This design comes from an exercise in tuning for small area, a short achievable clock period and few clock cycles per item on the open sky130 flow, not from production work.
No activity file was given, so power comes from the tool's default toggle rates.

==> flow/design.v <==
`timescale 1ns / 1ps
module SequentialNonrestoringDivider128Bit(
    input  [127:0] dividend_q,
    input  [127:0] divisor_m,
    input          clk,
    input          reset_n,
    output [127:0] quotient,
    output [127:0] remainder,
    output         done
    );
    reg [127:0] r;       
    reg [127:0] q;       
    reg [7:0]   cnt;     
    reg         skip;    
    wire [15:0] nz;
    wire [15:0] hi;
    genvar k;
    generate
        for (k = 0; k < 16; k = k + 1) begin : g_nz
            assign nz[k] = |divisor_m[8*k+7:8*k];
        end
        for (k = 0; k < 16; k = k + 1) begin : g_hi
            if (k == 15) begin : g_top
                assign hi[k] = 1'b0;
            end else begin : g_or
                assign hi[k] = |nz[15:k+1];
            end
        end
    endgenerate
    wire [127:0] a  = {r[126:0], q[127]};
    wire [127:0] g0 = a & ~divisor_m;
    wire [127:0] p0 = a | ~divisor_m;
    wire [127:0] x0 = a ^ ~divisor_m;
    wire [127:0] gl [0:7];
    wire [127:0] pl [0:7];
    assign gl[0] = {g0[127:1], g0[0] | p0[0]};   
    assign pl[0] = p0;
    genvar l, i;
    generate
        for (l = 0; l < 7; l = l + 1) begin : g_lvl
            for (i = 0; i < 128; i = i + 1) begin : g_bit
                if ((i >> l) & 1) begin : g_node
                    assign gl[l+1][i] = gl[l][i] | (pl[l][i] & gl[l][((i >> l) << l) - 1]);
                    assign pl[l+1][i] = pl[l][i] & pl[l][((i >> l) << l) - 1];
                end else begin : g_pass
                    assign gl[l+1][i] = gl[l][i];
                    assign pl[l+1][i] = pl[l][i];
                end
            end
        end
    endgenerate
    wire [127:0] diff = x0 ^ {gl[7][126:0], 1'b1};
    wire         qbit = r[127] | gl[7][127];
    always @(posedge clk or negedge reset_n) begin
        if (!reset_n)
            cnt <= 8'd0;
        else if (!cnt[7])
            cnt <= skip ? cnt + 8'd8 : cnt + 8'd1;
    end
    wire         step  = reset_n & ~cnt[7] & ~skip;
    wire         shift = reset_n & ~cnt[7] & skip;
    wire         hold  = reset_n & cnt[7];
    wire         take  = step & qbit;
    wire [127:0] r_alt = ({128{step}}  & {r[126:0], q[127]}) |
                         ({128{shift}} & {r[119:0], q[127:120]}) |
                         ({128{hold}}  & r);
    wire [127:0] r_nxt = take ? diff : r_alt;
    always @(posedge clk)
        r <= r_nxt;
    always @(posedge clk) begin
        if (!reset_n) begin
            q    <= dividend_q;
            skip <= |divisor_m[127:8];
        end else if (!cnt[7]) begin
            if (skip) begin
                q    <= {q[119:0], 8'd0};
                skip <= hi[cnt[6:3] + 4'd1];
            end else begin
                q    <= {q[126:0], qbit};
                skip <= 1'b0;
            end
        end
    end
    assign done      = cnt[7];
    assign quotient  = q;
    assign remainder = r;
endmodule
Settings: LEC_CHECK=0, CAP_MARGIN=20, CORE_MARGIN=2, CORE_UTILIZATION=60, CTS_BUF_LIST=sky130_fd_sc_hd__clkbuf_8, SETUP_SLACK_MARGIN=2.0, SLEW_MARGIN=20; clock period 5.5 ns.
standard.sh (not shown) runs the stock make flow with config.mk's settings and CLKGATE_MAP_FILE= SYNTH_SCRIPT=/design/flow/synth_recipe.tcl, a recipe that flattens the netlist after the stock synthesis.
==> flow/flow/run.sh <==
#!/bin/bash
# The standard layout, except that the input and output ports are buffered with
# buf_1 cells (resizable later) instead of the delay buffer buffer_ports picks.
set -euo pipefail
export BUFFER_PORTS_ARGS="-buffer_cell sky130_fd_sc_hd__buf_1"
bash standard.sh > standard_flow.log 2>&1
The starting point finished clean.
Rerun with:
--- a/flow/design.v
+++ b/flow/design.v
@@ -12,20 +12,18 @@
     reg [127:0] q;       
     reg [7:0]   cnt;     
-    reg         skip;    
-    wire [15:0] nz;
-    wire [15:0] hi;
+    reg         s16;     
+    reg         s4;      
+    wire [39:0] h4;
     genvar k;
     generate
-        for (k = 0; k < 16; k = k + 1) begin : g_nz
-            assign nz[k] = |divisor_m[8*k+7:8*k];
-        end
-        for (k = 0; k < 16; k = k + 1) begin : g_hi
-            if (k == 15) begin : g_top
-                assign hi[k] = 1'b0;
+        for (k = 0; k < 40; k = k + 1) begin : g_h4
+            if (k >= 32) begin : g_top
+                assign h4[k] = 1'b0;
             end else begin : g_or
-                assign hi[k] = |nz[15:k+1];
+                assign h4[k] = |divisor_m[127:4*k];
             end
         end
     endgenerate
+    wire [4:0] t_nxt = cnt[6:2] + (s16 ? 5'd4 : 5'd1);
     wire [127:0] a  = {r[126:0], q[127]};
     wire [127:0] g0 = a & ~divisor_m;
@@ -56,13 +54,12 @@
             cnt <= 8'd0;
         else if (!cnt[7])
-            cnt <= skip ? cnt + 8'd8 : cnt + 8'd1;
+            cnt <= s16 ? cnt + 8'd16 : s4 ? cnt + 8'd4 : cnt + 8'd1;
     end
-    wire         step  = reset_n & ~cnt[7] & ~skip;
-    wire         shift = reset_n & ~cnt[7] & skip;
-    wire         hold  = reset_n & cnt[7];
+    wire         step  = reset_n & ~cnt[7] & ~s16 & ~s4;
     wire         take  = step & qbit;
-    wire [127:0] r_alt = ({128{step}}  & {r[126:0], q[127]}) |
-                         ({128{shift}} & {r[119:0], q[127:120]}) |
-                         ({128{hold}}  & r);
+    wire [127:0] r_alt = step      ? {r[126:0], q[127]} :
+                         ~reset_n  ? 128'd0 :
+                         cnt[7]    ? r :
+                         s16       ? {r[111:0], q[127:112]} : {r[123:0], q[127:124]};
     wire [127:0] r_nxt = take ? diff : r_alt;
     always @(posedge clk)
@@ -70,13 +67,16 @@
     always @(posedge clk) begin
         if (!reset_n) begin
-            q    <= dividend_q;
-            skip <= |divisor_m[127:8];
+            q   <= dividend_q;
+            s16 <= |divisor_m[127:16];
+            s4  <= |divisor_m[127:4];
         end else if (!cnt[7]) begin
-            if (skip) begin
-                q    <= {q[119:0], 8'd0};
-                skip <= hi[cnt[6:3] + 4'd1];
+            if (s16 | s4) begin
+                q   <= s16 ? {q[111:0], 16'd0} : {q[123:0], 4'd0};
+                s16 <= h4[t_nxt + 6'd4];
+                s4  <= h4[t_nxt + 6'd1];
             end else begin
-                q    <= {q[126:0], qbit};
-                skip <= 1'b0;
+                q   <= {q[126:0], qbit};
+                s16 <= 1'b0;
+                s4  <= 1'b0;
             end
         end
Outcome:
- The changed run passed the timing, DRC and antenna checks
- total power came out higher by 45%
- worst setup slack gets better by 170 ps
- final cell count came out higher by 9.9%
- sequential power came out higher by 12%
- cell area came out higher by 21%
- synthesized cell count came out higher by 5.9%
- die area came out higher by 12%
- area after synthesis came out higher by 12%
- count of clock-buffer cells in the layout came out lower by 1
Function was not checked in any run of this note: the RTL went through the layout flow alone.

what the ideal ports hide:
How much do the figures lean on ideal ports? The routed layouts below were timed once more, with nothing changed but the port constraints.
Step 1 sets driving cells, clkbuf_16 on the clock port and buf_2 on the other inputs (assumed; they add their load-dependent delay and slew).
Step 2 moves the port delays by t, midway between the first and last clock arrival at a register: inputs arrive t later, outputs are due t later. That takes back most of the time a late clock gives input paths.
Three values: no drivers, after step 1, after step 2; two values: the first two.
run	shift t [ns]	setup WS [ns]	latest minus earliest clock arrival (ns)
the first run	0.667	1.292 / 1.317 / 0.651	0.037 / 0.037
the second run	0.740	1.459 / 1.459 / 0.832	0.041 / 0.041
After both steps setup and hold are still met in every run listed. For the first run, which loses most, drivers alone change the setup slack by +0.025 ns; drivers and shift together by -0.641 ns.
